Background: an optimization exercise with open tools, aiming at small area, a short achievable clock period and few clock cycles per item. Do not read the settings as production practice. Only simulation tests tie the RTL to the original design; equivalence was not proved.

## flow/design.v (module list and top-level ports; edited modules follow where they fit)
// module lzc: 22 lines
// module gen_lzc: 25 lines
// module lzc_4: 10 lines
// module int_div: 122 lines
// module ks_sub: 36 lines
// module ks_add: 34 lines
// module int_sqrt: 90 lines
// module fp_rnd: 240 lines
// module fp_add_head: 166 lines
// module fp_add_spec: 160 lines
// module fp_add_tail: 141 lines
// module fp_mul_head: 130 lines
// module fp_mul_tail: 173 lines
// module mul24: 1955 lines
// module fp_fma_s2: 290 lines
// module fp_fma_tail: 186 lines
// module fp_fma_add_head: 302 lines
// module fma_addsub: 35 lines
// module fp_div: 225 lines
// module fp_div_tail: 124 lines
// module fp_sqrt: 189 lines
// module fp_i2f: 155 lines
// module fp_f2i: 229 lines
// module fp_cmp: 154 lines
// module fp_classify: 113 lines
// module f2d: 146 lines
// module d2f: 153 lines
// module fp_top: 859 lines
module fp_top
#(
    parameter fp_pkg::fp_format_e  FP_FORMAT   = fp_pkg::FP32,
    parameter fp_pkg::int_format_e INT_FORMAT  = fp_pkg::INT32,
    parameter logic        RISCV_MODE  = 1'b0
)
(
    input clk_i,
    input rst_i,
    input start_i,
    output logic ready_o,
    input [63:0] a_i,
    input [63:0] b_i,
    input [63:0] c_i,
    input fp_pkg::roundmode_e rnd_i,
    input fp_pkg::float_op_e op_i,
    input [1:0] op_modify_i,
    output logic [63:0] result_o,
    output logic valid_o,
    output fp_pkg::status_t flags_o
);
  // ...
==> flow/run.sh <==
#!/bin/bash
# synth_recipe.tcl (not shown) runs the flow's synth.tcl, then flattens the netlist and writes it again
# the make line also repeats each setting of config.mk as NAME=value (left out here)
make -C /OpenROAD-flow-scripts/flow DESIGN_CONFIG=/design/flow/config.mk WORK_HOME=/design/flow/orfs CLKGATE_MAP_FILE= SYNTH_SCRIPT=/design/flow/synth_recipe.tcl finish
==> flow/config.mk <==
export PLATFORM = sky130hd
export DESIGN_NAME = fp_top
export DESIGN_NICKNAME = fp_top
export VERILOG_FILES = /design/flow/design.v
export SDC_FILE = /design/flow/constraint.sdc
export NUM_CORES = 8
export LEC_CHECK = 0
export CAP_MARGIN = 20
export CORE_MARGIN = 2
export CORE_UTILIZATION = 40
export SETUP_SLACK_MARGIN = 5
export SLEW_MARGIN = 20
export SYNTH_HIERARCHICAL = 1
export SYNTH_MINIMUM_KEEP_SIZE = 200
==> flow/constraint.sdc <==
create_clock -name core_clock -period 20.0 [get_ports {clk_i}]
set_input_delay 4.0000 -clock core_clock [delete_from_list [all_inputs] [get_ports {clk_i}]]
set_output_delay 4.0000 -clock core_clock [all_outputs]
set_load 0.01 [all_outputs]
==> run_results.csv, run 1 <==
group,metric,value,unit
run_status,status,"finished clean",
sta,period_share,74.19,%
global_route,met1_usage,47.59,%
route,wl_met3,67960,um
critical_path,cp-startpoint,"int_div_inst.s_q[2]",
finish,seqCellArea,13030,um2
finish,diodes,33,
critical_path,crit_family,"compound AO/OA/AOI/OAI gates",
global_route,grt_use_met2,50.35,%
hold_path,min_from,"int_div_inst.n_q[15]",
critical_path,crit_path_top_delay_cell,"a2111oi_4",
route,top_layer,"met5",
sta,worst_slew_pin_slew,1.355,ns
placed_design,gp_congestion,1.052,
finish,nFlopsAndLatches,633,
finish,regMostFlops,"f_aurpr_mant_q",
yosys,syn_inst,15959,
hold_path,hold_path.class,"flip-flop to flip-flop",
global_route,grt_pass1_wl,779000,um
finish,clock_buffers,105,
sta,hold_violations,0,
global_route,busiest_layer,"met2",
sta,fin_ws,5.161,ns
sta,finalSetupViolCount,0,
cts,cts_root_buf,"clkbuf_16",
global_route,antenna_found_initial,44,
yosys,synth_nets,17377,
placed_design,post-place-ws,2.365,ns
route,final_antenna_net_count,0,
critical_path,crit_path_start_kind,"flip-flop",
placed_design,portBuffers,210,
finish,top_regs,"f_aurpr_mant_q: 53 flops, m_prod_q: 48 flops, urnd_q: 38 flops",
sta,maxSlewViolCount,0,
sta,rsz0062_at_grt,"yes",
floorplan,row_count,197,
sta,max_freq,67.39,MHz
route,drtIter0Drc,18528,
Testbench counts, summed over its fixed seeds: cycles 35,466, ops 24,000.
==> module fp_add_head, before the edit <==
module fp_add_head
(
    input  [31:0] a_i,
    input  [31:0] b_i,
    input         sub_i,
    input  fp_pkg::roundmode_e rnd_i,
    output logic        sign_o,
    output logic [28:0] urpr_mant_o,
    output logic [7:0]  urpr_exp_o,
    output logic [4:0]  shamt_o,
    output logic        sticky_o
);
localparam fp_pkg::fp_format_e FP_FORMAT = fp_pkg::FP32;
localparam int unsigned FP_WIDTH   = fp_pkg::fp_width(FP_FORMAT);
localparam int unsigned EXP_WIDTH  = fp_pkg::exp_bits(FP_FORMAT);
localparam int unsigned MANT_WIDTH = fp_pkg::man_bits(FP_FORMAT);
localparam R_IND = {1'b1, {EXP_WIDTH{1'b1}}, 1'b1, {MANT_WIDTH-1{1'b0}}};
function logic sign(input logic [FP_WIDTH-1:0] val);
    sign = val[FP_WIDTH-1];
endfunction
function logic [EXP_WIDTH-1:0] exp(input logic [FP_WIDTH-1:0] val);
    exp = val[FP_WIDTH-2-:EXP_WIDTH];
endfunction
function logic [MANT_WIDTH-1:0] mant(input logic [FP_WIDTH-1:0] val);
    mant = val[FP_WIDTH-2-EXP_WIDTH:0];
endfunction
function logic is_minus(input logic [FP_WIDTH-1:0] val);
    is_minus = sign(val);
endfunction
function logic is_normal(input logic [FP_WIDTH-1:0] val);
    is_normal = (exp(val) >= 1) && (exp(val) <= (2**EXP_WIDTH-2));
endfunction
function logic is_subnormal(input logic [FP_WIDTH-1:0] val);
    is_subnormal = (exp(val) == 0) && (mant(val) != 0);
endfunction
function logic is_zero(input logic [FP_WIDTH-1:0] val);
    is_zero = val[FP_WIDTH-2:0] == 0;
endfunction
function logic is_inf(input logic [FP_WIDTH-1:0] val);
    is_inf = exp(val) == (2**EXP_WIDTH-1) && mant(val) == 0;
endfunction
function logic is_nan(input logic [FP_WIDTH-1:0] val);
    is_nan = exp(val) == (2**EXP_WIDTH-1) && mant(val) != 0;
endfunction
function logic is_signalling(input logic [FP_WIDTH-1:0] val);
    is_signalling = exp(val) == (2**EXP_WIDTH-1) && mant(val) != 0 && !val[FP_WIDTH-2-EXP_WIDTH];
endfunction
function logic is_quiet(input logic [FP_WIDTH-1:0] val);
    is_quiet = exp(val) == (2**EXP_WIDTH-1) && val[FP_WIDTH-2-EXP_WIDTH];
endfunction
function logic is_canonical(input logic [FP_WIDTH-1:0] val);
    is_canonical = is_finite(val) | is_inf(val) | (exp(val) == (2**EXP_WIDTH-1) && val[FP_WIDTH-2-EXP_WIDTH]);
endfunction
function logic is_finite(input logic [FP_WIDTH-1:0] val);
    is_finite = is_zero(val) | is_subnormal(val) | is_normal(val);
endfunction
function fp_pkg::fp_info_t fp_info(input logic [FP_WIDTH-1:0] val);
    fp_pkg::fp_info_t info;
    info = '0;
    info.is_minus       = is_minus(val);
    info.is_normal      = is_normal(val);
    info.is_subnormal   = is_subnormal(val);
    info.is_zero        = is_zero(val);
    info.is_inf         = is_inf(val);
    info.is_nan         = is_nan(val);
    info.is_signalling  = is_signalling(val);
    info.is_canonical   = is_canonical(val);
    info.is_finite      = is_finite(val);
    info.is_quiet       = is_quiet(val);
    fp_info = info;
endfunction
typedef struct packed {
    logic sign;
    logic [EXP_WIDTH-1:0] exp;
    logic [MANT_WIDTH-1:0] mant;
} fp_encoding_t;
typedef struct packed {
    fp_encoding_t u_result;
    logic [1:0] rs;
    logic round_en;
    logic invalid;
    logic [1:0] exp_cout;
} uround_res_t;
typedef struct packed {
    fp_encoding_t result;
    fp_pkg::status_t flags;
} round_res_t;
typedef struct packed {
    logic sign;
    logic [EXP_WIDTH-1:0] exp;
    logic [2*MANT_WIDTH + 1:0] mant;
} fp_encoding_fma_t;
typedef struct packed {
    fp_encoding_fma_t u_result;
    logic [1:0] rs;
    logic round_en;
    logic invalid;
    logic [1:0] exp_cout;
} uround_res_fma_t;
logic exp_eq, exp_lt;
logic mant_lt;
logic lt;
logic [EXP_WIDTH-1:0]exp_diff;
logic [MANT_WIDTH + fp_pkg::GUARD_BITS:0]shifted_mant;
logic [MANT_WIDTH:0]bigger_mant;
logic urpr_s;
logic [MANT_WIDTH + fp_pkg::GUARD_BITS + 2:0] urpr_mant;
logic [EXP_WIDTH-1:0] urpr_exp;
fp_encoding_t a_decoded;
fp_encoding_t b_decoded;
logic [EXP_WIDTH:0] stickyindex;
logic [MANT_WIDTH:0] sigB;
logic [MANT_WIDTH:0] compressed_mant;
logic stickybit;
assign a_decoded = a_i;
assign b_decoded = b_i;
fp_pkg::fp_info_t a_info;
fp_pkg::fp_info_t b_info;
assign a_info = fp_info(a_i);
assign b_info = fp_info(b_i);
logic denormalA;
logic denormalB;
assign denormalA = (a_info.is_subnormal ^ b_info.is_subnormal) & a_info.is_subnormal;
assign denormalB = (a_info.is_subnormal ^ b_info.is_subnormal) & b_info.is_subnormal;
assign exp_eq = (a_decoded.exp == b_decoded.exp);
assign exp_lt = (a_decoded.exp < b_decoded.exp);
assign mant_lt = (a_decoded.mant < b_decoded.mant);
assign lt = exp_lt | (exp_eq & mant_lt);
assign exp_diff = lt? (b_decoded.exp - a_decoded.exp)
                    : (a_decoded.exp - b_decoded.exp);
assign shifted_mant = lt? ({{a_info.is_normal, a_decoded.mant},{fp_pkg::GUARD_BITS{1'b0}}} >> (denormalA ? exp_diff - 1 : exp_diff))
                        : ({{b_info.is_normal, b_decoded.mant},{fp_pkg::GUARD_BITS{1'b0}}} >> (denormalB ? exp_diff - 1 : exp_diff));
assign bigger_mant = lt? {b_info.is_normal, b_decoded.mant} : {a_info.is_normal, a_decoded.mant};
assign urpr_s = lt? sub_i ^ b_decoded.sign : a_decoded.sign;
assign urpr_mant = (a_decoded.sign ^ (sub_i ^ b_decoded.sign))? ({1'b0, bigger_mant,{fp_pkg::GUARD_BITS{1'b0}},1'b0} - {1'b0,shifted_mant,stickybit})
                                                            : ({1'b0, bigger_mant,{fp_pkg::GUARD_BITS{1'b0}},1'b0} + {1'b0,shifted_mant,stickybit});
assign urpr_exp = lt? b_decoded.exp : a_decoded.exp;
logic [$clog2(FP_WIDTH)-1:0] shamt;
lzc #(.WIDTH(MANT_WIDTH+fp_pkg::GUARD_BITS)) lzc_inst
(
    .a_i(urpr_mant[MANT_WIDTH + fp_pkg::GUARD_BITS + 1 : fp_pkg::GUARD_BITS - 1]),
    .cnt_o(shamt),
    .zero_o()
);
assign sigB = lt? {a_info.is_normal, a_decoded.mant} : {b_info.is_normal, b_decoded.mant};
genvar i;
generate
    for(i = 0; i <= MANT_WIDTH; i= i+1)
	begin : combine_sig
        assign compressed_mant[i] = |sigB[i:0];
	end
endgenerate
assign stickyindex = exp_diff - (fp_pkg::GUARD_BITS + 1);
always_comb
    if($signed(stickyindex) < $signed(0))
        stickybit = 1'b0;
    else if($signed(stickyindex) > $signed(MANT_WIDTH))
        stickybit = compressed_mant[MANT_WIDTH];
    else
        stickybit = compressed_mant[stickyindex];
assign sign_o = urpr_s;
assign urpr_mant_o = urpr_mant;
assign urpr_exp_o = urpr_exp;
assign shamt_o = shamt;
assign sticky_o = stickybit;
endmodule
==> module fp_top, before the edit <==
module fp_top
#(
    parameter fp_pkg::fp_format_e  FP_FORMAT   = fp_pkg::FP32,
    parameter fp_pkg::int_format_e INT_FORMAT  = fp_pkg::INT32,
    parameter logic        RISCV_MODE  = 1'b0
)
(
    input clk_i,
    input rst_i,
    input start_i,
    output logic ready_o,
    input [63:0] a_i,
    input [63:0] b_i,
    input [63:0] c_i,
    input fp_pkg::roundmode_e rnd_i,
    input fp_pkg::float_op_e op_i,
    input [1:0] op_modify_i,
    output logic [63:0] result_o,
    output logic valid_o,
    output fp_pkg::status_t flags_o
);
localparam int unsigned FP_WIDTH   = fp_pkg::fp_width(FP_FORMAT);
localparam int unsigned EXP_WIDTH  = fp_pkg::exp_bits(FP_FORMAT);
localparam int unsigned MANT_WIDTH = fp_pkg::man_bits(FP_FORMAT);
localparam int unsigned INT_WIDTH  = fp_pkg::int_width(INT_FORMAT);
function logic sign(input logic [FP_WIDTH-1:0] val);
    sign = val[FP_WIDTH-1];
endfunction
function logic [EXP_WIDTH-1:0] exp(input logic [FP_WIDTH-1:0] val);
    exp = val[FP_WIDTH-2-:EXP_WIDTH];
endfunction
function logic [MANT_WIDTH-1:0] mant(input logic [FP_WIDTH-1:0] val);
    mant = val[FP_WIDTH-2-EXP_WIDTH:0];
endfunction
function logic is_minus(input logic [FP_WIDTH-1:0] val);
    is_minus = sign(val);
endfunction
function logic is_normal(input logic [FP_WIDTH-1:0] val);
    is_normal = (exp(val) >= 1) && (exp(val) <= (2**EXP_WIDTH-2));
endfunction
function logic is_subnormal(input logic [FP_WIDTH-1:0] val);
    is_subnormal = (exp(val) == 0) && (mant(val) != 0);
endfunction
function logic is_zero(input logic [FP_WIDTH-1:0] val);
    is_zero = val[FP_WIDTH-2:0] == 0;
endfunction
function logic is_inf(input logic [FP_WIDTH-1:0] val);
    is_inf = exp(val) == (2**EXP_WIDTH-1) && mant(val) == 0;
endfunction
function logic is_nan(input logic [FP_WIDTH-1:0] val);
    is_nan = exp(val) == (2**EXP_WIDTH-1) && mant(val) != 0;
endfunction
function logic is_signalling(input logic [FP_WIDTH-1:0] val);
    is_signalling = exp(val) == (2**EXP_WIDTH-1) && mant(val) != 0 && !val[FP_WIDTH-2-EXP_WIDTH];
endfunction
function logic is_quiet(input logic [FP_WIDTH-1:0] val);
    is_quiet = exp(val) == (2**EXP_WIDTH-1) && val[FP_WIDTH-2-EXP_WIDTH];
endfunction
function logic is_canonical(input logic [FP_WIDTH-1:0] val);
    is_canonical = is_finite(val) | is_inf(val) | (exp(val) == (2**EXP_WIDTH-1) && val[FP_WIDTH-2-EXP_WIDTH]);
endfunction
function logic is_finite(input logic [FP_WIDTH-1:0] val);
    is_finite = is_zero(val) | is_subnormal(val) | is_normal(val);
endfunction
function fp_pkg::fp_info_t fp_info(input logic [FP_WIDTH-1:0] val);
    fp_pkg::fp_info_t info;
    info = '0;
    info.is_minus       = is_minus(val);
    info.is_normal      = is_normal(val);
    info.is_subnormal   = is_subnormal(val);
    info.is_zero        = is_zero(val);
    info.is_inf         = is_inf(val);
    info.is_nan         = is_nan(val);
    info.is_signalling  = is_signalling(val);
    info.is_canonical   = is_canonical(val);
    info.is_finite      = is_finite(val);
    info.is_quiet       = is_quiet(val);
    fp_info = info;
endfunction
typedef struct packed {
    logic sign;
    logic [EXP_WIDTH-1:0] exp;
    logic [MANT_WIDTH-1:0] mant;
} fp_encoding_t;
typedef struct packed {
    fp_encoding_t u_result;
    logic [1:0] rs;
    logic round_en;
    logic invalid;
    logic [1:0] exp_cout;
} uround_res_t;
typedef struct packed {
    fp_encoding_t result;
    fp_pkg::status_t flags;
} round_res_t;
typedef struct packed {
    logic sign;
    logic [EXP_WIDTH-1:0] exp;
    logic [2*MANT_WIDTH + 1:0] mant;
} fp_encoding_fma_t;
typedef struct packed {
    fp_encoding_fma_t u_result;
    logic [1:0] rs;
    logic round_en;
    logic invalid;
    logic [1:0] exp_cout;
} uround_res_fma_t;
localparam logic [FP_WIDTH-1:0] QNAN_FP = {1'b0, {EXP_WIDTH{1'b1}}, 1'b1, {MANT_WIDTH-1{1'b0}}};
fp_encoding_t a_decoded;
fp_encoding_t b_decoded;
logic [FP_WIDTH-1:0] a_fp;
logic [FP_WIDTH-1:0] b_fp;
logic [FP_WIDTH-1:0] c_fp;
generate
    if (RISCV_MODE && FP_FORMAT == fp_pkg::FP32) begin : gen_nanbox
        assign a_fp = (a_i[63:32] == 32'hFFFF_FFFF) ? a_i[31:0] : QNAN_FP;
        assign b_fp = (b_i[63:32] == 32'hFFFF_FFFF) ? b_i[31:0] : QNAN_FP;
        assign c_fp = (c_i[63:32] == 32'hFFFF_FFFF) ? c_i[31:0] : QNAN_FP;
    end else begin : gen_no_nanbox
        assign a_fp = a_i[FP_WIDTH-1:0];
        assign b_fp = b_i[FP_WIDTH-1:0];
        assign c_fp = c_i[FP_WIDTH-1:0];
    end
endgenerate
assign a_decoded = a_fp;
assign b_decoded = b_fp;
fp_pkg::fp_info_t a_info;
fp_pkg::fp_info_t b_info;
assign a_info = fp_info(a_fp);
assign b_info = fp_info(b_fp);
logic [INT_WIDTH-1:0] a_int;
logic [31:0] a_fp32;
logic [63:0] a_fp64;
assign a_int = a_i[INT_WIDTH-1:0];
assign a_fp32 = a_i[31:0];
assign a_fp64 = a_i;
logic longop_busy_q;
logic longop_sqrt_q;
fp_pkg::roundmode_e longop_rnd_q;
logic fma_busy_q;
fp_pkg::roundmode_e fma_rnd_q;
logic accept_start;
logic fdv_start;
logic add_start;
logic mul_start;
logic div_start;
logic sqrt_start;
logic i2f_start;
logic f2i_start;
logic cmp_start;
logic class_start;
logic minmax_start;
logic sgnj_start;
logic fma_start;
logic f2f_start;
assign ready_o = ~longop_busy_q & ~fma_busy_q;
assign accept_start = start_i & ready_o;
assign add_start = accept_start & (op_i == fp_pkg::FADD);
assign mul_start = accept_start & (op_i == fp_pkg::FMUL);
assign fdv_start = accept_start & (op_i == fp_pkg::FDIV);
assign div_start = fdv_start & ~op_modify_i[0];
assign sqrt_start = fdv_start & op_modify_i[0];
assign i2f_start = accept_start & (op_i == fp_pkg::I2F);
assign f2i_start = accept_start & (op_i == fp_pkg::F2I);
assign cmp_start = accept_start & (op_i == fp_pkg::FCMP);
assign class_start = accept_start & (op_i == fp_pkg::FCLASS);
assign minmax_start = accept_start & ((op_i == fp_pkg::FMIN) || (op_i == fp_pkg::FMAX));
assign sgnj_start = accept_start & (op_i == fp_pkg::FSGNJ);
assign fma_start = accept_start & (op_i == fp_pkg::FMADD);
assign f2f_start = accept_start & (op_i == fp_pkg::F2F);
logic div_done;
logic sqrt_done;
always_ff @(posedge clk_i or negedge rst_i) begin
    if (!rst_i) begin
        longop_busy_q <= 1'b0;
        longop_sqrt_q <= 1'b0;
        longop_rnd_q <= fp_pkg::RNE;
    end else begin
        if (fdv_start) begin
            longop_busy_q <= 1'b1;
            longop_sqrt_q <= op_modify_i[0];
            longop_rnd_q <= rnd_i;
        end else if ((longop_sqrt_q && sqrt_done) || (~longop_sqrt_q && div_done)) begin
            longop_busy_q <= 1'b0;
        end
    end
end
always_ff @(posedge clk_i or negedge rst_i) begin
    if (!rst_i) begin
        fma_busy_q <= 1'b0;
        fma_rnd_q  <= fp_pkg::RNE;
    end else begin
        if (fma_start) begin
            fma_busy_q <= 1'b1;
            fma_rnd_q  <= rnd_i;
        end else if (fma_done) begin
            fma_busy_q <= 1'b0;
        end
    end
end
logic add_done;
assign add_done = add_start;
logic        add_sign;
logic [28:0] add_urpr_mant;
logic [7:0]  add_urpr_exp;
logic [4:0]  add_shamt;
logic        add_sticky;
fp_add_head fp_add_head_inst
(
    .a_i(a_fp),
    .b_i(b_fp),
    .sub_i(op_modify_i == 2'b01),
    .rnd_i(rnd_i),
    .sign_o(add_sign),
    .urpr_mant_o(add_urpr_mant),
    .urpr_exp_o(add_urpr_exp),
    .shamt_o(add_shamt),
    .sticky_o(add_sticky)
);
logic        add_sign_q;
logic [28:0] add_urpr_mant_q;
logic [7:0]  add_urpr_exp_q;
logic [4:0]  add_shamt_q;
logic        add_sticky_q;
always_ff @(posedge clk_i) begin
    add_sign_q      <= add_sign;
    add_urpr_mant_q <= add_urpr_mant;
    add_urpr_exp_q  <= add_urpr_exp;
    add_shamt_q     <= add_shamt;
    add_sticky_q    <= add_sticky;
end
logic mul_done;
assign mul_done = mul_start;
logic [FP_WIDTH-1:0] m_a_fp;
assign m_a_fp = {a_fp[FP_WIDTH-1] ^ ((op_i == fp_pkg::FMADD) & op_modify_i[1]), a_fp[FP_WIDTH-2:0]};
logic [47:0] m_prod;
logic [9:0]  m_expa;
logic [9:0]  m_expb;
fp_mul_head fp_mul_head_inst
(
    .a_i(m_a_fp),
    .b_i(b_fp),
    .prod_o(m_prod),
    .expa_o(m_expa),
    .expb_o(m_expb)
);
logic [47:0] m_prod_q;
logic [9:0]  m_expa_q;
logic [9:0]  m_expb_q;
logic [31:0] m_a_q;
logic [31:0] m_b_q;
logic [31:0] m_c_q;
logic        m_sub_q;
always_ff @(posedge clk_i) begin
    m_prod_q  <= m_prod;
    m_expa_q  <= m_expa;
    m_expb_q  <= m_expb;
    m_a_q     <= m_a_fp;
    m_b_q     <= b_fp;
    m_c_q     <= c_fp;
    m_sub_q   <= op_modify_i[0];
end
uround_res_t mul_urnd_result;
fp_mul_tail #(.FP_FORMAT(FP_FORMAT)) fp_mul_tail_inst
(
    .a_i(m_a_q),
    .b_i(m_b_q),
    .prod_i(m_prod_q),
    .expa_i(m_expa_q),
    .expb_i(m_expb_q),
    .urnd_result_o(mul_urnd_result)
);
logic        f_fsel;
logic [31:0] f_fspec;
logic        f_invalid;
logic        f_msticky;
logic        f_asel_add;
logic        f_asel_sub;
logic [25:0] f_aspec;
logic        f_aspec_sign;
logic [7:0]  f_aspec_exp;
logic        f_around_en;
logic        f_around_only;
logic        f_amul_ovf;
logic        f_amul_uf;
logic        f_asign;
logic [53:0] f_aurpr_mant;
logic [7:0]  f_aurpr_exp;
logic [5:0]  f_ashamt;
logic        f_asticky;
fp_fma_s2 #(.FP_FORMAT(FP_FORMAT)) fp_fma_s2_inst
(
    .prod_i(m_prod_q),
    .expa_i(m_expa_q),
    .expb_i(m_expb_q),
    .a_i(m_a_q),
    .b_i(m_b_q),
    .c_i(m_c_q),
    .sub_i(m_sub_q),
    .rnd_i(fma_rnd_q),
    .fsel_o(f_fsel),
    .fspec_o(f_fspec),
    .invalid_o(f_invalid),
    .msticky_o(f_msticky),
    .asel_add_o(f_asel_add),
    .asel_sub_o(f_asel_sub),
    .aspec_o(f_aspec),
    .aspec_sign_o(f_aspec_sign),
    .aspec_exp_o(f_aspec_exp),
    .around_en_o(f_around_en),
    .around_only_o(f_around_only),
    .amul_ovf_o(f_amul_ovf),
    .amul_uf_o(f_amul_uf),
    .asign_o(f_asign),
    .aurpr_mant_o(f_aurpr_mant),
    .aurpr_exp_o(f_aurpr_exp),
    .ashamt_o(f_ashamt),
    .asticky_o(f_asticky),
    .aexp_in_o()
);
logic        f_msticky_q;
logic        f_asel_add_q;
logic        f_asel_sub_q;
logic [25:0] f_aspec_q;
logic        f_aspec_sign_q;
logic [7:0]  f_aspec_exp_q;
logic        f_around_en_q;
logic        f_around_only_q;
logic        f_amul_ovf_q;
logic        f_amul_uf_q;
logic        f_asign_q;
logic [53:0] f_aurpr_mant_q;
logic [7:0]  f_aurpr_exp_q;
logic [5:0]  f_ashamt_q;
logic        f_asticky_q;
always_ff @(posedge clk_i) begin
    f_msticky_q     <= f_msticky;
    f_asel_add_q    <= f_asel_add;
    f_asel_sub_q    <= f_asel_sub;
    f_aspec_q       <= f_aspec;
    f_aspec_sign_q  <= f_aspec_sign;
    f_aspec_exp_q   <= f_aspec_exp;
    f_around_en_q   <= f_around_en;
    f_around_only_q <= f_around_only;
    f_amul_ovf_q    <= f_amul_ovf;
    f_amul_uf_q     <= f_amul_uf;
    f_asign_q       <= f_asign;
    f_aurpr_mant_q  <= f_aurpr_mant;
    f_aurpr_exp_q   <= f_aurpr_exp;
    f_ashamt_q      <= f_ashamt;
    f_asticky_q     <= f_asticky;
end
logic [23:0] div_x;
logic [23:0] div_y;
uround_res_t div_head;
logic div_by_zero;
logic div_sign;
logic [9:0] div_shift_exp;
fp_div #(.FP_FORMAT(FP_FORMAT)) fp_div_inst
(
    .a_i(a_fp),
    .b_i(b_fp),
    .rnd_i(rnd_i),
    .x_o(div_x),
    .y_o(div_y),
    .q_i('0),
    .sticky_i(1'b0),
    .urnd_result_o(div_head),
    .divide_by_zero(div_by_zero),
    .sign_o(div_sign),
    .shift_exp_o(div_shift_exp)
);
logic [9:0] div_shift_exp_q;
always_ff @(posedge clk_i) begin
    div_shift_exp_q <= div_shift_exp;
end
logic [27:0] div_q;
logic div_sticky;
int_div #(.S(7)) int_div_inst
(
    .clk_i(clk_i),
    .reset_i(rst_i),
    .start_i(div_start),
    .x_i(div_x),
    .y_i(div_y),
    .q_o(div_q),
    .sticky_o(div_sticky),
    .done_o(div_done)
);
uround_res_t div_head_q;
logic div_sign_q;
fp_div #(.FP_FORMAT(FP_FORMAT)) fp_div_spec_inst
(
    .a_i(m_a_q),
    .b_i(m_b_q),
    .rnd_i(rnd_i),
    .x_o(),
    .y_o(),
    .q_i('0),
    .sticky_i(1'b0),
    .urnd_result_o(div_head_q),
    .divide_by_zero(),
    .sign_o(div_sign_q),
    .shift_exp_o()
);
logic [31:0] div_spec_q;
logic div_round_en_q;
logic div_invalid_q;
assign div_spec_q     = div_head_q.u_result;
assign div_round_en_q = div_head_q.round_en;
assign div_invalid_q  = div_head_q.invalid;
uround_res_t div_urnd_result;
fp_div_tail fp_div_tail_inst
(
    .spec_i(div_spec_q),
    .round_en_i(div_round_en_q),
    .invalid_i(div_invalid_q),
    .sign_i(div_sign_q),
    .shift_exp_i(div_shift_exp_q),
    .q_i(div_q),
    .sticky_i(div_sticky),
    .urnd_result_o(div_urnd_result)
);
uround_res_t sqrt_urnd_result;
fp_sqrt #(.FP_FORMAT(FP_FORMAT)) fp_sqrt_inst
(
    .clk_i(clk_i),
    .reset_i(rst_i),
    .a_i(a_fp),
    .start_i(sqrt_start),
    .rnd_i(rnd_i),
    .done_o(sqrt_done),
    .urnd_result_o(sqrt_urnd_result)
);
uround_res_t i2f_urnd_result;
logic i2f_done;
fp_i2f #(.FP_FORMAT(FP_FORMAT), .INT_FORMAT(INT_FORMAT)) fp_i2f_inst
(
    .a_i(a_int),
    .start_i(i2f_start),
    .signed_i(op_modify_i == 2'b01),
    .done_o(i2f_done),
    .urnd_result_o(i2f_urnd_result)
);
logic [INT_WIDTH-1:0] f2i_result;
fp_pkg::status_t f2i_flags;
logic f2i_done;
fp_f2i #(.FP_FORMAT(FP_FORMAT), .INT_FORMAT(INT_FORMAT)) fp_f2i_inst
(
    .a_i(a_fp),
    .signed_i(op_modify_i == 2'b01),
    .start_i(f2i_start),
    .rnd_i(rnd_i),
    .result_o(f2i_result),
    .flags_o(f2i_flags),
    .done_o(f2i_done)
);
logic cmp_lt;
logic cmp_le;
logic cmp_eq;
fp_pkg::status_t cmp_flags;
logic cmp_done;
fp_cmp #(.FP_FORMAT(FP_FORMAT)) fp_cmp_inst
(
    .a_i(a_fp),
    .b_i(b_fp),
    .start_i(cmp_start),
    .eq_en_i(op_modify_i == 2'b01),
    .lt_o(cmp_lt),
    .le_o(cmp_le),
    .eq_o(cmp_eq),
    .done_o(cmp_done),
    .flags_o(cmp_flags)
);
fp_pkg::classmask_e class_mask;
logic class_done;
fp_classify #(.FP_FORMAT(FP_FORMAT)) fp_classify_inst
(
    .a_i(a_fp),
    .start_i(class_start),
    .class_o(class_mask),
    .done_o(class_done)
);
logic fma_done;
always_ff @(posedge clk_i or negedge rst_i) begin
    if (!rst_i)
        fma_done <= 1'b0;
    else
        fma_done <= fma_start;
end
uround_res_t f2f_urnd_result;
logic [FP_WIDTH-1:0] f2f_direct_result;
fp_pkg::status_t f2f_direct_flags;
logic f2f_done;
logic f2f_need_rnd;
round_res_t f2d_rnd_result;
uround_res_t d2f_urnd_result;
generate
    if (FP_FORMAT == fp_pkg::FP64) begin : gen_f2d
        f2d f2d_inst
        (
            .a_i(a_fp32),
            .rnd_result_o(f2d_rnd_result)
        );
        assign f2f_done = f2f_start;
        assign f2f_need_rnd = 1'b0;
        assign f2f_direct_result = f2d_rnd_result.result;
        assign f2f_direct_flags = f2d_rnd_result.flags;
        assign f2f_urnd_result = '0;
    end else if (FP_FORMAT == fp_pkg::FP32) begin : gen_d2f
        d2f d2f_inst
        (
            .a_i(a_fp64),
            .urnd_result_o(d2f_urnd_result)
        );
        assign f2f_done = f2f_start;
        assign f2f_need_rnd = 1'b1;
        assign f2f_urnd_result = d2f_urnd_result;
        assign f2f_direct_result = '0;
        assign f2f_direct_flags = '0;
    end else begin : gen_no_f2f
        assign f2f_done = 1'b0;
        assign f2f_need_rnd = 1'b0;
        assign f2f_urnd_result = '0;
        assign f2f_direct_result = '0;
        assign f2f_direct_flags = '0;
    end
endgenerate
logic [FP_WIDTH-1:0] minmax_result;
fp_pkg::status_t minmax_flags;
logic minmax_done;
assign minmax_done = minmax_start;
always_comb begin
    minmax_flags = '0;
    minmax_flags.NV = a_info.is_signalling | b_info.is_signalling;
    if (a_info.is_nan || b_info.is_nan) begin
        if (RISCV_MODE && a_info.is_nan && !b_info.is_nan)
            minmax_result = b_fp;
        else if (RISCV_MODE && b_info.is_nan && !a_info.is_nan)
            minmax_result = a_fp;
        else
            minmax_result = QNAN_FP;
    end else if (a_info.is_zero && b_info.is_zero) begin
        minmax_result = '0;
        if (op_i == fp_pkg::FMIN) begin
            minmax_result[FP_WIDTH-1] = a_decoded.sign | b_decoded.sign;
        end else begin
            minmax_result[FP_WIDTH-1] = a_decoded.sign & b_decoded.sign;
        end
    end else if (op_i == fp_pkg::FMIN) begin
        minmax_result = cmp_lt ? a_fp : b_fp;
    end else begin
        minmax_result = cmp_lt ? b_fp : a_fp;
    end
end
logic [FP_WIDTH-1:0] sgnj_result;
fp_pkg::status_t sgnj_flags;
logic sgnj_done;
assign sgnj_done = sgnj_start;
always_comb begin
    sgnj_flags = '0;
    sgnj_result = a_fp;
    case (op_modify_i)
        2'b00: sgnj_result[FP_WIDTH-1] = b_decoded.sign;
        2'b01: sgnj_result[FP_WIDTH-1] = ~b_decoded.sign;
        2'b10: sgnj_result[FP_WIDTH-1] = a_decoded.sign ^ b_decoded.sign;
        default: sgnj_result[FP_WIDTH-1] = b_decoded.sign;
    endcase
end
logic [63:0] f2i_result_fp;
logic signed [63:0] f2i_result_signed_ext;
logic [63:0] f2i_result_unsigned_ext;
assign f2i_result_signed_ext = $signed(f2i_result);
assign f2i_result_unsigned_ext = f2i_result;
assign f2i_result_fp = op_modify_i[0] ? f2i_result_signed_ext : f2i_result_unsigned_ext;
logic cmp_bit;
always_comb begin
    case (op_modify_i)
        2'b00: cmp_bit = cmp_le;
        2'b01: cmp_bit = cmp_eq;
        default: cmp_bit = cmp_lt;
    endcase
end
logic [63:0] cmp_result_fp;
assign cmp_result_fp = {{63{1'b0}}, cmp_bit};
logic [63:0] class_result_fp;
assign class_result_fp = {{54{1'b0}}, class_mask};
fp_pkg::float_op_e op_sel;
logic fdv_sqrt_sel;
fp_pkg::roundmode_e rnd_sel;
assign op_sel = longop_busy_q ? fp_pkg::FDIV : (fma_busy_q ? fp_pkg::FMADD : op_i);
assign fdv_sqrt_sel = longop_busy_q ? longop_sqrt_q : op_modify_i[0];
uround_res_t urnd_sel;
logic [63:0] direct_result_sel;
fp_pkg::status_t direct_flags_sel;
logic done_sel;
logic need_rnd_sel;
logic dz_sel;
always_comb begin
    urnd_sel = '0;
    direct_result_sel = '0;
    direct_flags_sel = '0;
    done_sel = 1'b0;
    need_rnd_sel = 1'b0;
    dz_sel = 1'b0;
    rnd_sel = rnd_i;
    case (op_sel)
        fp_pkg::FADD: begin
            done_sel = add_done;
            need_rnd_sel = 1'b1;
        end
        fp_pkg::FMUL: begin
            done_sel = mul_done;
            need_rnd_sel = 1'b1;
        end
        fp_pkg::FDIV: begin
            urnd_sel = fdv_sqrt_sel ? sqrt_urnd_result : div_urnd_result;
            done_sel = fdv_sqrt_sel ? sqrt_done : div_done;
            need_rnd_sel = 1'b1;
            dz_sel = (~fdv_sqrt_sel) & div_by_zero;
            rnd_sel = longop_busy_q ? longop_rnd_q : rnd_i;
        end
        fp_pkg::I2F: begin
            urnd_sel = i2f_urnd_result;
            done_sel = i2f_done;
            need_rnd_sel = 1'b1;
        end
        fp_pkg::FMADD: begin
            done_sel = fma_done;
            need_rnd_sel = 1'b1;
            rnd_sel = fma_busy_q ? fma_rnd_q : rnd_i;
        end
        fp_pkg::F2F: begin
            done_sel = f2f_done;
            need_rnd_sel = f2f_need_rnd;
            if (f2f_need_rnd) begin
                urnd_sel = f2f_urnd_result;
            end else begin
                direct_result_sel = {{(64-FP_WIDTH){1'b0}}, f2f_direct_result};
                direct_flags_sel = f2f_direct_flags;
            end
        end
        fp_pkg::F2I: begin
            done_sel = f2i_done;
            direct_result_sel = f2i_result_fp;
            direct_flags_sel = f2i_flags;
        end
        fp_pkg::FCMP: begin
            done_sel = cmp_done;
            direct_result_sel = cmp_result_fp;
            direct_flags_sel = cmp_flags;
        end
        fp_pkg::FCLASS: begin
            done_sel = class_done;
            direct_result_sel = class_result_fp;
            direct_flags_sel = '0;
        end
        fp_pkg::FMIN, fp_pkg::FMAX: begin
            done_sel = minmax_done;
            direct_result_sel = {{(64-FP_WIDTH){1'b0}}, minmax_result};
            direct_flags_sel = minmax_flags;
        end
        fp_pkg::FSGNJ: begin
            done_sel = sgnj_done;
            direct_result_sel = {{(64-FP_WIDTH){1'b0}}, sgnj_result};
            direct_flags_sel = sgnj_flags;
        end
        default: begin
            done_sel = 1'b0;
        end
    endcase
end
uround_res_t urnd_q;
logic [63:0] direct_result_q;
fp_pkg::status_t direct_flags_q;
logic done_q;
fp_pkg::float_op_e op_q;
logic need_rnd_q;
logic dz_q;
fp_pkg::roundmode_e rnd_q;
always_ff @(posedge clk_i or negedge rst_i) begin
    if (!rst_i)
        done_q <= 1'b0;
    else
        done_q <= done_sel;
end
always_ff @(posedge clk_i) begin
    urnd_q <= urnd_sel;
    direct_result_q <= direct_result_sel;
    direct_flags_q <= direct_flags_sel;
    op_q <= op_sel;
    need_rnd_q <= need_rnd_sel;
    dz_q <= dz_sel;
    rnd_q <= rnd_sel;
end
logic        f_fsel_q;
logic [31:0] f_fspec_q;
logic        f_invalid_q;
fp_fma_s2 #(.FP_FORMAT(FP_FORMAT)) fp_fma_spec_inst
(
    .prod_i(m_prod_q),
    .expa_i(m_expa_q),
    .expb_i(m_expb_q),
    .a_i(m_a_q),
    .b_i(m_b_q),
    .c_i(m_c_q),
    .sub_i(m_sub_q),
    .rnd_i(fma_rnd_q),
    .fsel_o(f_fsel_q),
    .fspec_o(f_fspec_q),
    .invalid_o(f_invalid_q),
    .msticky_o(),
    .asel_add_o(),
    .asel_sub_o(),
    .aspec_o(),
    .aspec_sign_o(),
    .aspec_exp_o(),
    .around_en_o(),
    .around_only_o(),
    .amul_ovf_o(),
    .amul_uf_o(),
    .asign_o(),
    .aurpr_mant_o(),
    .aurpr_exp_o(),
    .ashamt_o(),
    .asticky_o(),
    .aexp_in_o()
);
uround_res_t fma_urnd_result;
logic round_only_q;
logic mul_ovf_q;
logic mul_uf_q;
logic mul_uround_out_q;
logic fma_round_only;
logic fma_mul_ovf;
logic fma_mul_uf;
logic fma_mul_uround_out;
fp_fma_tail #(.FP_FORMAT(FP_FORMAT)) fp_fma_tail_inst
(
    .fsel_i(f_fsel_q),
    .fspec_i(f_fspec_q),
    .invalid_i(f_invalid_q),
    .msticky_i(f_msticky_q),
    .asel_add_i(f_asel_add_q),
    .asel_sub_i(f_asel_sub_q),
    .aspec_i(f_aspec_q),
    .aspec_sign_i(f_aspec_sign_q),
    .aspec_exp_i(f_aspec_exp_q),
    .around_en_i(f_around_en_q),
    .around_only_i(f_around_only_q),
    .amul_ovf_i(f_amul_ovf_q),
    .amul_uf_i(f_amul_uf_q),
    .asign_i(f_asign_q),
    .aurpr_mant_i(f_aurpr_mant_q),
    .aurpr_exp_i(f_aurpr_exp_q),
    .ashamt_i(f_ashamt_q),
    .asticky_i(f_asticky_q),
    .rnd_i(rnd_q),
    .round_only(fma_round_only),
    .mul_ovf(fma_mul_ovf),
    .mul_uf(fma_mul_uf),
    .mul_uround_out(fma_mul_uround_out),
    .urnd_result_o(fma_urnd_result)
);
logic [31:0] add_spec_q;
logic [1:0]  add_sel_q;
logic        add_invalid_q;
fp_add_spec #(.FP_FORMAT(FP_FORMAT)) fp_add_spec_inst
(
    .a_i(m_a_q),
    .b_i(m_b_q),
    .sub_i(m_sub_q),
    .rnd_i(rnd_q),
    .spec_o(add_spec_q),
    .sel_o(add_sel_q),
    .invalid_o(add_invalid_q)
);
uround_res_t add_urnd_result;
fp_add_tail #(.FP_FORMAT(FP_FORMAT)) fp_add_tail_inst
(
    .spec_i(add_spec_q),
    .sel_i(add_sel_q),
    .sign_i(add_sign_q),
    .urpr_mant_i(add_urpr_mant_q),
    .urpr_exp_i(add_urpr_exp_q),
    .shamt_i(add_shamt_q),
    .sticky_i(add_sticky_q),
    .invalid_i(add_invalid_q),
    .urnd_result_o(add_urnd_result)
);
uround_res_t urnd_o;
always_comb begin
    urnd_o = urnd_q;
    round_only_q = 1'b0;
    mul_ovf_q = 1'b0;
    mul_uf_q = 1'b0;
    mul_uround_out_q = 1'b0;
    case (op_q)
        fp_pkg::FADD: urnd_o = add_urnd_result;
        fp_pkg::FMUL: urnd_o = mul_urnd_result;
        fp_pkg::FDIV: if (!longop_sqrt_q) urnd_o = div_urnd_result;
        fp_pkg::FMADD: begin
            urnd_o = fma_urnd_result;
            round_only_q = fma_round_only;
            mul_ovf_q = fma_mul_ovf;
            mul_uf_q = fma_mul_uf;
            mul_uround_out_q = fma_mul_uround_out;
        end
        default: ;
    endcase
end
round_res_t rnd_result;
fp_rnd #(.FP_FORMAT(FP_FORMAT)) fp_rnd_inst
(
    .urnd_result_i(urnd_o),
    .rnd_i(rnd_q),
    .round_only(round_only_q),
    .mul_ovf(mul_ovf_q),
    .rnd_result_o(rnd_result)
);
logic fma_uf_fix;
logic fma_uf_fix1;
assign fma_uf_fix = (rnd_result.result.exp == '0) & (|urnd_o.rs);
assign fma_uf_fix1 = (urnd_o.u_result.exp == '0) &
                     (rnd_result.result.exp == {{EXP_WIDTH-1{1'b0}}, 1'b1}) &
                     mul_uround_out_q;
logic result_is_fp;
fp_pkg::fp_info_t raw_fp_info;
assign result_is_fp = need_rnd_q
                    | (op_q == fp_pkg::FMIN) | (op_q == fp_pkg::FMAX)
                    | (op_q == fp_pkg::FSGNJ)
                    | (op_q == fp_pkg::F2F);
logic [FP_WIDTH-1:0] raw_fp_result;
assign raw_fp_result = need_rnd_q ? rnd_result.result
                                  : direct_result_q[FP_WIDTH-1:0];
always_comb begin
    result_o = '0;
    flags_o = '0;
    valid_o = done_q;
    if (need_rnd_q) begin
        result_o = {{(64-FP_WIDTH){1'b0}}, rnd_result.result};
        flags_o = rnd_result.flags;
    end else begin
        result_o = direct_result_q;
        flags_o = direct_flags_q;
    end
    if (need_rnd_q && (op_q == fp_pkg::FMADD)) begin
        flags_o.NV = rnd_result.flags.NV;
        flags_o.DZ = rnd_result.flags.DZ;
        flags_o.OF = rnd_result.flags.OF | mul_ovf_q;
        flags_o.UF = mul_uf_q ? (fma_uf_fix | fma_uf_fix1) : rnd_result.flags.UF;
        flags_o.NX = mul_uf_q ? (|urnd_o.rs) : (rnd_result.flags.NX | mul_ovf_q);
    end
    flags_o.DZ = flags_o.DZ | dz_q;
    raw_fp_info = fp_info(raw_fp_result);
    if (RISCV_MODE && result_is_fp && raw_fp_info.is_nan)
        result_o = {{(64-FP_WIDTH){1'b0}}, QNAN_FP};
end
endmodule
==> run 2: changes to the inputs <==
--- a/flow/design.v
+++ b/flow/design.v
@@ -736,6 +736,9 @@
 assign rnd_result_o.flags = flags_o;
 endmodule
 module fp_add_head
+#(
+    parameter fp_pkg::fp_format_e FP_FORMAT = fp_pkg::FP32
+)
 (
     input  [31:0] a_i,
     input  [31:0] b_i,
@@ -747,7 +750,6 @@
     output logic [4:0]  shamt_o,
     output logic        sticky_o
 );
-localparam fp_pkg::fp_format_e FP_FORMAT = fp_pkg::FP32;
 localparam int unsigned FP_WIDTH   = fp_pkg::fp_width(FP_FORMAT);
 localparam int unsigned EXP_WIDTH  = fp_pkg::exp_bits(FP_FORMAT);
 localparam int unsigned MANT_WIDTH = fp_pkg::man_bits(FP_FORMAT);
@@ -5968,7 +5970,7 @@
 logic [7:0]  add_urpr_exp;
 logic [4:0]  add_shamt;
 logic        add_sticky;
-fp_add_head fp_add_head_inst
+fp_add_head #(.FP_FORMAT(FP_FORMAT)) fp_add_head_inst
 (
     .a_i(a_fp),
     .b_i(b_fp),
==> run 2 against run 1 <==
Compared with the run above: critical endpoint is now f_ashamt_q[0]; still clean on timing, DRC and antenna; non-clock buffer count grew 5; synthesized cell count shrank 2.6%; register-to-register slack worse by 0.11 ns; largest cell class unchanged.
==> run_results.csv, run 2 <==
group,metric,value,unit
run_status,status,"finished clean",
finish,regMostFlops,"f_aurpr_mant_q",
yosys,yosysUniqueCellTypes,137,
hold_path,min_from,"int_div_inst.p_q[1]",
critical_path,critPathMaxFanout,31,
floorplan,fp.dieW,535.8,um
sta,rsz0062_at_grt,"yes",
finish,num-fill-cells,28969,
placed_design,gp_congestion,1.045,
critical_path,cpMostUsedCell,"buf_4",
finish,area_growth,11.06,%
yosys,synth.most_common_cell,"nand2_1",
cts,cts_made_buffers,81,
finish,final_cell_mix,"nand2_1 (1597), nor2_1 (1401), a21oi_1 (1148), inv_1 (1065), o21ai_0 (950)",
global_route,grt_pass1_vias,112652,
cts,cts.sinks,633,
sta,tns,0,ns
sta,finalClockSkew,0.05419,ns
sta,hold_violations,0,
critical_path,arrival,15.44,ns
placed_design,hpwl,415400,um
critical_path,cp-startpoint,"m_b_q[17]",
cts,clockBufferDepth,3,
floorplan,row_count,195,
finish,top_regs,"f_aurpr_mant_q: 53 flops, m_prod_q: 48 flops, urnd_q: 38 flops",
global_route,grt_util_all_layers,36.13,%
cts,clk_latency,0.74,ns
yosys,yosys_warnings,60,
critical_path,r2r_cells,65,
sta,period_minus_slack,14.84,ns
yosys,seq_area_frac_synth,11.50,%
yosys,ys_seq_elements,633,
route,viasPerCell,6.454,
floorplan,core,281800,um2
critical_path,crit_path_top_delay_cell,"or4_4",
global_route,grt_max_degree,84,
global_route,grt_pass1_wl,781500,um
hold_path,hold_path.class,"flip-flop to flip-flop",
finish,final_common_cell,"nand2_1",
placed_design,portBuffers,210,
sta,period_share,74.19,%
sta,max-slew-margin-rel,9.858,%
floorplan,initial_core_util,40.14,%
floorplan,top_level_ports,275,
sta,hold_slack,0.3477,ns
sta,finalSetupViolCount,0,
finish,fin_nets,16712,
yosys,synthFlopType,"dfxtp_1",
critical_path,crit_required,20.60,ns
route,wl,546300,um
finish,drive_above_1_share,10.39,%
critical_path,critical_path_class,"flip-flop to flip-flop",
yosys,netlist.area_leader.share,10.44,%
route,num_vias,123574,
cts,cts_max_level,3,
yosys,synth.avg_cell_area,7.274,um2
yosys,synth_top_area_cell,"dfxtp_1",
floorplan,die_h,535.8,um
cts,clkTransAtPathRegs,0.07,ns
route,final_antenna_net_count,0,
critical_path,reg2reg_from,"m_b_q[17]",
critical_path,end_kind,"flip-flop",
route,dr.pass1.iters,12,
hold_path,holdPathStages,0,
route,drc,0,
sta,maxSlewViolCount,0,
sta,max_freq,67.39,MHz
route,routedWlPerCell,28.53,um
critical_path,crit_path_start_kind,"flip-flop",
critical_path,cpPeakStageDelay,0.60,ns
route,drtIter0Drc,17859,
global_route,antenna_found_initial,56,
cts,cts_tree,"done",
finish,largest_reg_flops,53,
yosys,synth_nets,16951,
sta,worst_slew_pin_slew,1.338,ns
yosys,netlist_top_cells_area,"dfxtp_1 (10%), fa_1 (8.8%), ha_1 (7.7%), mux2i_1 (6.4%), nand2_1 (5.4%)",
yosys,synth-async-reset-ratio,3.002,%
yosys,yosys-top-cells-count,"nand2_1 (1614), nor2_1 (1437), a21oi_1 (1178), inv_1 (1076), o21ai_0 (978)",
yosys,synth_edf_count,24,
floorplan,die_area,287100,um2
job,cap_viol_max_count,0,
yosys,syn_area,113100,um2
yosys,syn_inst,15550,
cts,cts_root_buf,"clkbuf_16",
global_route,grt-ovfl-total,0,
run 2: per-stage QoR:
step / area, um2 / instances / worst slack [ns] / utilization (%)
final: 125600 / 19146 / 5.162 / 44.58
after global routing: 125600 / 19127 / 4.842 / 44.56
after CTS: 123700 / 19044 / 4.940 / 43.91
after detailed placement: 119700 / 18848 / 2.485 / 42.47
after global placement: 119700 / 18847 / 2.437 / 42.47
after floorplan: 113200 / 15550 / 4.932 / -
run 2: cell type report:
cell class              count  area [um2]  area share (%)
repair inverters            1       5.005        0.003984
inverters                1107        4232           3.368
repair buffers            814        6754           5.376
multi-input cells       12673       93990           74.82
flip-flops and latches    633       13040           10.38
clock inverters            47       645.6          0.5139
clock buffers             102        2217           1.765
well taps                3743        4683           3.728
diodes                     26       65.06         0.05179
run 2: worst max-delay path: cells and delay by family, from the launching register on:
kind            cells  cell delay (ns)
mux                 1             0.56
simple gates       17             4.47
compound gates     28             5.56
fa+ha+maj           3             0.88
flops               1             0.40
xor+xnor            2             0.29
buf+inv            14             2.49
run 2: path summary, 6_finish.rpt:
check / end / slack, ns
max reg2reg: f_ashamt_q[0] / 5.16
max in group asynchronous: fma_rnd_q[2] / 15.54
min: int_div_inst.p_q[8] / 0.35
max: f_ashamt_q[0] / 5.16
min reg2reg: int_div_inst.p_q[8] / 0.35
min in group asynchronous: int_div_inst.cnt_q[1] / 3.83
run 2: repair_timing:
item | CTS | global route
setup buffers | 42 | 65
hold buffers | 0 | 0
gates cloned | 5 | 10
setup endpoints to repair | 120 | 116
gates resized for setup | 186 | 277
pin swaps | 20 | 47
run 2: routing by layer:
layer	global-route usage (%)	vias to the layer above	share of wire [%]
li1	-	55567	-
met3	9.544	1614	12
met5	0	-	0.082
met4	19.48	34	6.6
met2	52.07	7528	41
met1	48.78	58831	41
run 2: per-module statistics from Yosys (local to each module, per instance):
module | cells | times used | area, um2 | flops+latches
d2f | 76 | 1 | 457.9 | 0
fp_mul_head | 571 | 1 | 3902 | 0
fp_top | 13065 | 1 | 93290 | 633
mul24 | 1838 | 1 | 15460 | 0
run 2: logic make-up after synthesis:
family	synth area share (%)
compound gates	27.67
xor+xnor	7.270
fa+ha+maj	16.55
buf+inv	7.766
flops	11.50
mux	9.569
simple gates	19.68
Testbench counts of run 2, summed over its fixed seeds: cycles 35,466, ops 24,000.
==> module fp_mul_head, before the edit <==
module fp_mul_head
(
    input  [31:0] a_i,
    input  [31:0] b_i,
    output logic [47:0] prod_o,      
    output logic [9:0]  expa_o,      
    output logic [9:0]  expb_o       
);
localparam fp_pkg::fp_format_e FP_FORMAT = fp_pkg::FP32;
localparam int unsigned FP_WIDTH   = fp_pkg::fp_width(FP_FORMAT);
localparam int unsigned EXP_WIDTH  = fp_pkg::exp_bits(FP_FORMAT);
localparam int unsigned MANT_WIDTH = fp_pkg::man_bits(FP_FORMAT);
localparam int unsigned BIAS       = (2**(EXP_WIDTH-1)-1);
function logic sign(input logic [FP_WIDTH-1:0] val);
    sign = val[FP_WIDTH-1];
endfunction
function logic [EXP_WIDTH-1:0] exp(input logic [FP_WIDTH-1:0] val);
    exp = val[FP_WIDTH-2-:EXP_WIDTH];
endfunction
function logic [MANT_WIDTH-1:0] mant(input logic [FP_WIDTH-1:0] val);
    mant = val[FP_WIDTH-2-EXP_WIDTH:0];
endfunction
function logic is_minus(input logic [FP_WIDTH-1:0] val);
    is_minus = sign(val);
endfunction
function logic is_normal(input logic [FP_WIDTH-1:0] val);
    is_normal = (exp(val) >= 1) && (exp(val) <= (2**EXP_WIDTH-2));
endfunction
function logic is_subnormal(input logic [FP_WIDTH-1:0] val);
    is_subnormal = (exp(val) == 0) && (mant(val) != 0);
endfunction
function logic is_zero(input logic [FP_WIDTH-1:0] val);
    is_zero = val[FP_WIDTH-2:0] == 0;
endfunction
function logic is_inf(input logic [FP_WIDTH-1:0] val);
    is_inf = exp(val) == (2**EXP_WIDTH-1) && mant(val) == 0;
endfunction
function logic is_nan(input logic [FP_WIDTH-1:0] val);
    is_nan = exp(val) == (2**EXP_WIDTH-1) && mant(val) != 0;
endfunction
function logic is_signalling(input logic [FP_WIDTH-1:0] val);
    is_signalling = exp(val) == (2**EXP_WIDTH-1) && mant(val) != 0 && !val[FP_WIDTH-2-EXP_WIDTH];
endfunction
function logic is_quiet(input logic [FP_WIDTH-1:0] val);
    is_quiet = exp(val) == (2**EXP_WIDTH-1) && val[FP_WIDTH-2-EXP_WIDTH];
endfunction
function logic is_canonical(input logic [FP_WIDTH-1:0] val);
    is_canonical = is_finite(val) | is_inf(val) | (exp(val) == (2**EXP_WIDTH-1) && val[FP_WIDTH-2-EXP_WIDTH]);
endfunction
function logic is_finite(input logic [FP_WIDTH-1:0] val);
    is_finite = is_zero(val) | is_subnormal(val) | is_normal(val);
endfunction
function fp_pkg::fp_info_t fp_info(input logic [FP_WIDTH-1:0] val);
    fp_pkg::fp_info_t info;
    info = '0;
    info.is_minus       = is_minus(val);
    info.is_normal      = is_normal(val);
    info.is_subnormal   = is_subnormal(val);
    info.is_zero        = is_zero(val);
    info.is_inf         = is_inf(val);
    info.is_nan         = is_nan(val);
    info.is_signalling  = is_signalling(val);
    info.is_canonical   = is_canonical(val);
    info.is_finite      = is_finite(val);
    info.is_quiet       = is_quiet(val);
    fp_info = info;
endfunction
typedef struct packed {
    logic sign;
    logic [EXP_WIDTH-1:0] exp;
    logic [MANT_WIDTH-1:0] mant;
} fp_encoding_t;
typedef struct packed {
    fp_encoding_t u_result;
    logic [1:0] rs;
    logic round_en;
    logic invalid;
    logic [1:0] exp_cout;
} uround_res_t;
typedef struct packed {
    fp_encoding_t result;
    fp_pkg::status_t flags;
} round_res_t;
typedef struct packed {
    logic sign;
    logic [EXP_WIDTH-1:0] exp;
    logic [2*MANT_WIDTH + 1:0] mant;
} fp_encoding_fma_t;
typedef struct packed {
    fp_encoding_fma_t u_result;
    logic [1:0] rs;
    logic round_en;
    logic invalid;
    logic [1:0] exp_cout;
} uround_res_fma_t;
fp_encoding_t a_decoded;
fp_encoding_t b_decoded;
assign a_decoded = a_i;
assign b_decoded = b_i;
fp_pkg::fp_info_t a_info;
fp_pkg::fp_info_t b_info;
assign a_info = fp_info(a_i);
assign b_info = fp_info(b_i);
logic [MANT_WIDTH:0] ma;
logic [MANT_WIDTH:0] mb;
assign ma = {a_info.is_normal, a_decoded.mant};
assign mb = {b_info.is_normal, b_decoded.mant};
logic [4:0] la;
logic [4:0] lb;
logic za;
logic zb;
lzc #(.WIDTH(MANT_WIDTH+1)) lzc_a (.a_i(ma), .cnt_o(la), .zero_o(za));
lzc #(.WIDTH(MANT_WIDTH+1)) lzc_b (.a_i(mb), .cnt_o(lb), .zero_o(zb));
logic [MANT_WIDTH:0] ma_n;
logic [MANT_WIDTH:0] mb_n;
assign ma_n = ma << la;
assign mb_n = mb << lb;
mul24 mul24_inst
(
    .x_i(ma_n),
    .y_i(mb_n),
    .p_o(prod_o)
);
logic [EXP_WIDTH + 1:0] urpr_exp;
logic [EXP_WIDTH + 1:0] uexp_n;
assign urpr_exp = (a_decoded.exp + b_decoded.exp) - ((a_info.is_subnormal | b_info.is_subnormal) ? BIAS-1 : BIAS );
assign uexp_n = urpr_exp - (la + lb);
assign expa_o = (za | zb) ? urpr_exp : uexp_n;
assign expb_o = (za | zb) ? urpr_exp : uexp_n + 1'b1;
endmodule
==> run 3: changes to the inputs <==
--- a/flow/design.v
+++ b/flow/design.v
@@ -1205,6 +1205,9 @@
 assign urnd_result_o = urnd;
 endmodule
 module fp_mul_head
+#(
+    parameter fp_pkg::fp_format_e FP_FORMAT = fp_pkg::FP32
+)
 (
     input  [31:0] a_i,
     input  [31:0] b_i,
@@ -1212,7 +1215,6 @@
     output logic [9:0]  expa_o,      
     output logic [9:0]  expb_o       
 );
-localparam fp_pkg::fp_format_e FP_FORMAT = fp_pkg::FP32;
 localparam int unsigned FP_WIDTH   = fp_pkg::fp_width(FP_FORMAT);
 localparam int unsigned EXP_WIDTH  = fp_pkg::exp_bits(FP_FORMAT);
 localparam int unsigned MANT_WIDTH = fp_pkg::man_bits(FP_FORMAT);
@@ -6001,7 +6003,7 @@
 logic [47:0] m_prod;
 logic [9:0]  m_expa;
 logic [9:0]  m_expb;
-fp_mul_head fp_mul_head_inst
+fp_mul_head #(.FP_FORMAT(FP_FORMAT)) fp_mul_head_inst
 (
     .a_i(m_a_fp),
     .b_i(b_fp),
==> run 3 against run 2 <==
Compared with the run above: highest routed layer unchanged; critical endpoint is now result_o[15]; cell count fell by 1.4%; fmax shrank 0.27%; register-to-register slack better by 0.08 ns; critical path depth decreased by 19; largest cell class unchanged; still clean on timing, DRC and antenna; hold slack gained 0.0043 ns; setup slack lost 0.040 ns; first-iteration DRC count is 3.1% lower; synthesized area fell by 3.0%; count of clock-buffer cells in the layout increased by 6; core utilization up 0.95 points; sequential cell count did not move; synthesized cell count down 2.3%.
==> run_results.csv, run 3 <==
group,metric,value,unit
run_status,status,"finished clean",
finish,postLayoutCellArea,124400,um2
critical_path,critPathMaxFanout,12,
sta,worst_slew_pin_slew,1.320,ns
sta,max-slew-margin-rel,11.48,%
yosys,yosysUniqueCellTypes,129,
global_route,grt_util_all_layers,38.23,%
sta,finalSetupViolCount,0,
finish,fin_nets,16545,
global_route,grt_pass1_vias,110487,
finish,final_common_cell,"nand2_1",
critical_path,crit_path_start_kind,"flip-flop",
yosys,synthFlopType,"dfxtp_1",
floorplan,core,273100,um2
critical_path,crit_required,16.00,ns
cts,cts_root_buf,"clkbuf_16",
finish,final_cell_mix,"nand2_1 (1555), nor2_1 (1504), a21oi_1 (1216), inv_1 (1063), o21ai_0 (867)",
route,final_antenna_net_count,0,
yosys,ys_seq_elements,633,
finish,drive_above_1_share,12.18,%
floorplan,fp.dieW,527.6,um
yosys,yosys.area_share.simple,20.71,%
cts,cts.sinks,633,
global_route,busiest_layer,"met2",
critical_path,cpMostUsedCell,"a21o_1",
sta,rsz0062_at_grt,"yes",
yosys,netlist_top_cells_area,"dfxtp_1 (11%), fa_1 (9.1%), ha_1 (7.7%), a21oi_1 (5.8%), mux2i_1 (5.5%)",
yosys,synth.avg_cell_area,7.215,um2
route,drtIter0Drc,17301,
route,drc,0,
placed_design,portBuffers,210,
placed_design,hpwl,430800,um
yosys,yosys_warnings,60,
route,wl,560000,um
yosys,synth_mux_area_share,8.710,%
global_route,antenna_found_initial,63,
yosys,seq_area_frac_synth,11.86,%
global_route,grt_pass1_wl,792100,um
placed_design,placed_cell_area,116500,um2
cts,clkTransAtPathRegs,0.06,ns
sta,period_share,74.39,%
finish,area_growth,13.41,%
critical_path,r2r_slack,5.24,ns
floorplan,initial_core_util,40.15,%
critical_path,arrival,10.88,ns
yosys,synth_top_family_by_area,"compound AO/OA/AOI/OAI gates",
floorplan,row_count,192,
cts,clockBufferDepth,3,
yosys,synth_nets,16578,
yosys,synth-compound-area-share,26.84,%
yosys,synth_edf_count,24,
job,cap_viol_max_count,0,
critical_path,critical_path_class,"flip-flop to output port",
finish,regMostFlops,"f_aurpr_mant_q",
route,num_vias,122538,
yosys,syn_inst,15199,
placed_design,gp_congestion,1.055,
yosys,synth-async-reset-ratio,3.002,%
sta,max_freq,67.21,MHz
critical_path,end_kind,"output port",
yosys,netlist.area_leader.share,10.77,%
sta,hold_slack,0.3520,ns
critical_path,cpPeakStageDelay,0.61,ns
sta,finalClockSkew,0.06397,ns
critical_path,crit_buf_inv,10,
critical_path,crit_family,"compound AO/OA/AOI/OAI gates",
finish,final_util,45.53,%
cts,cts_made_buffers,82,
floorplan,die_h,527.6,um
yosys,synthAdderAreaFrac,16.82,%
global_route,grt-ovfl-total,0,
placed_design,dp_cells,18448,
finish,top_regs,"f_aurpr_mant_q: 53 flops, m_prod_q: 48 flops, urnd_q: 38 flops",
global_route,grt_use_met2,54.88,%
route,routedWlPerCell,29.66,um
yosys,synth_xor_area_share,7.218,%
sta,period_minus_slack,14.88,ns
critical_path,crit_path_top_delay_cell,"or4b_4",
sta,hold_violations,0,
cts,clk_latency,0.76,ns
yosys,syn_area,109700,um2
finish,largest_reg_flops,53,
sta,tns,0,ns
hold_path,hold_path.class,"flip-flop to flip-flop",
floorplan,die_area,278400,um2
route,viasPerCell,6.491,
sta,maxSlewViolCount,0,
cts,cts_tree,"done",
finish,final_cells,18879,
global_route,met1_usage,50.86,%
global_route,grt_max_degree,77,
yosys,synth_top_area_cell,"dfxtp_1",
global_route,grtUsageMet3,10.75,%
cts,cts_hold_buf,0,
route,dr.pass1.iters,9,
cts,cts_max_level,3,
yosys,synth.most_common_cell,"nand2_1",
floorplan,top_level_ports,275,
yosys,yosys-top-cells-count,"nand2_1 (1582), nor2_1 (1560), a21oi_1 (1269), inv_1 (1084), o21ai_0 (914)",
[run 3: cell types whose count changed after synthesis, moves of 64 or more]
cell | before | now
xor2_1 | 352 | 271
a21oi_1 | 1178 | 1269
o22ai_1 | 239 | 172
mux2i_1 | 718 | 603
o21ai_0 | 978 | 914
nor2_1 | 1437 | 1560
[run 3: what timing repair did]
item / in CTS / in global routing
endpoints found under the setup margin: 114 / 78
pin swaps: 42 / 107
gates resized for setup: 313 / 412
endpoints found under the hold margin: 0 / 0
cloned: 4 / 11
setup buffers: 70 / 133
[run 3: cells by family after synthesis]
kind of cell / Yosys count
flops: 633
simple gates: 4942
compound gates: 4532
fa+ha+maj: 1176
xor+xnor: 899
buf+inv: 2189
mux: 828
[run 3: final cells by class]
cell class | instances | area, um2
fillers | 28317 | 148800
multi-input cells | 12383 | 91490
flip-flops and latches | 633 | 13030
repair buffers | 953 | 8134
well taps | 3589 | 4491
inverters | 1110 | 4252
clock buffers | 108 | 2331
clock inverters | 44 | 489.2
diodes | 56 | 140.1
repair inverters | 3 | 15.01
[run 3: worst paths after layout]
kind                                 startpoint                                   to  cells after the start
setup / recovery            int_div_inst.c_q[2]                         result_o[15]                     46
hold / removal             int_div_inst.n_q[12]                 int_div_inst.n_q[19]                      0
setup reg to reg                      m_b_q[19]                        f_ashamt_q[5]                     60
hold reg to reg            int_div_inst.n_q[12]                 int_div_inst.n_q[19]                      0
max in group asynchronous                 rst_i                               done_q                      1
min in group asynchronous                 rst_i  fp_sqrt_inst.int_sqrt_inst.cnt_q[1]                      1
[run 3: through the flow]
step	worst slack, ns
after CTS	4.991
final	5.122
after floorplan	5.014
after global placement	2.159
after detailed placement	2.035
after global routing	4.825
[run 3: Yosys stat by module (local to each module, per instance)]
module | flops+latches | times used
fp_top | 633 | 1
d2f | 0 | 1
[run 3: per-layer routing]
layer	wire (um)	part of all wire [%]	vias up
li1	-	-	54445
met1	226100	40	58630
met2	230000	41	7789
met3	66980	12	1642
met4	36770	6.6	32
met5	254	0.045	-
Testbench counts of run 3, summed over its fixed seeds: cycles 35,466, ops 24,000.

afterwards: timing with drivers on the ports:
How much do the figures lean on ideal ports? The routed layouts below were timed once more, with nothing changed but the port constraints.
Step 1 sets driving cells, clkbuf_16 on the clock port and buf_2 on the other inputs (assumed; they add their load-dependent delay and slew).
Step 2, shift: input delay + t, output delay - t, t = (earliest + latest rising clock arrival at the registers) / 2. This alone moves slack from input paths to output paths.
Slacks: no drivers / after step 1 / after step 2; pairs: no drivers / after step 1.
run | t (ns) | setup WS [ns] | hold WS [ns] | clock arrival spread, ns | cell pins on the clock port's net
run 1 | 0.820 | 5.161 / 5.065 / 4.526 | 0.353 / 0.353 / 0.353 | 0.071 / 0.071 | 1
run 2 | 0.824 | 5.162 / 5.101 / 4.354 | 0.348 / 0.348 / 0.348 | 0.087 / 0.087 | 1
run 3 | 0.844 | 5.122 / 5.009 / 4.496 | 0.352 / 0.352 / 0.352 | 0.068 / 0.068 | 1
After both steps every run listed still meets setup and hold. The setup slack of run 2, which loses most, moves by -0.061 ns with the drivers and by -0.808 ns with both steps.
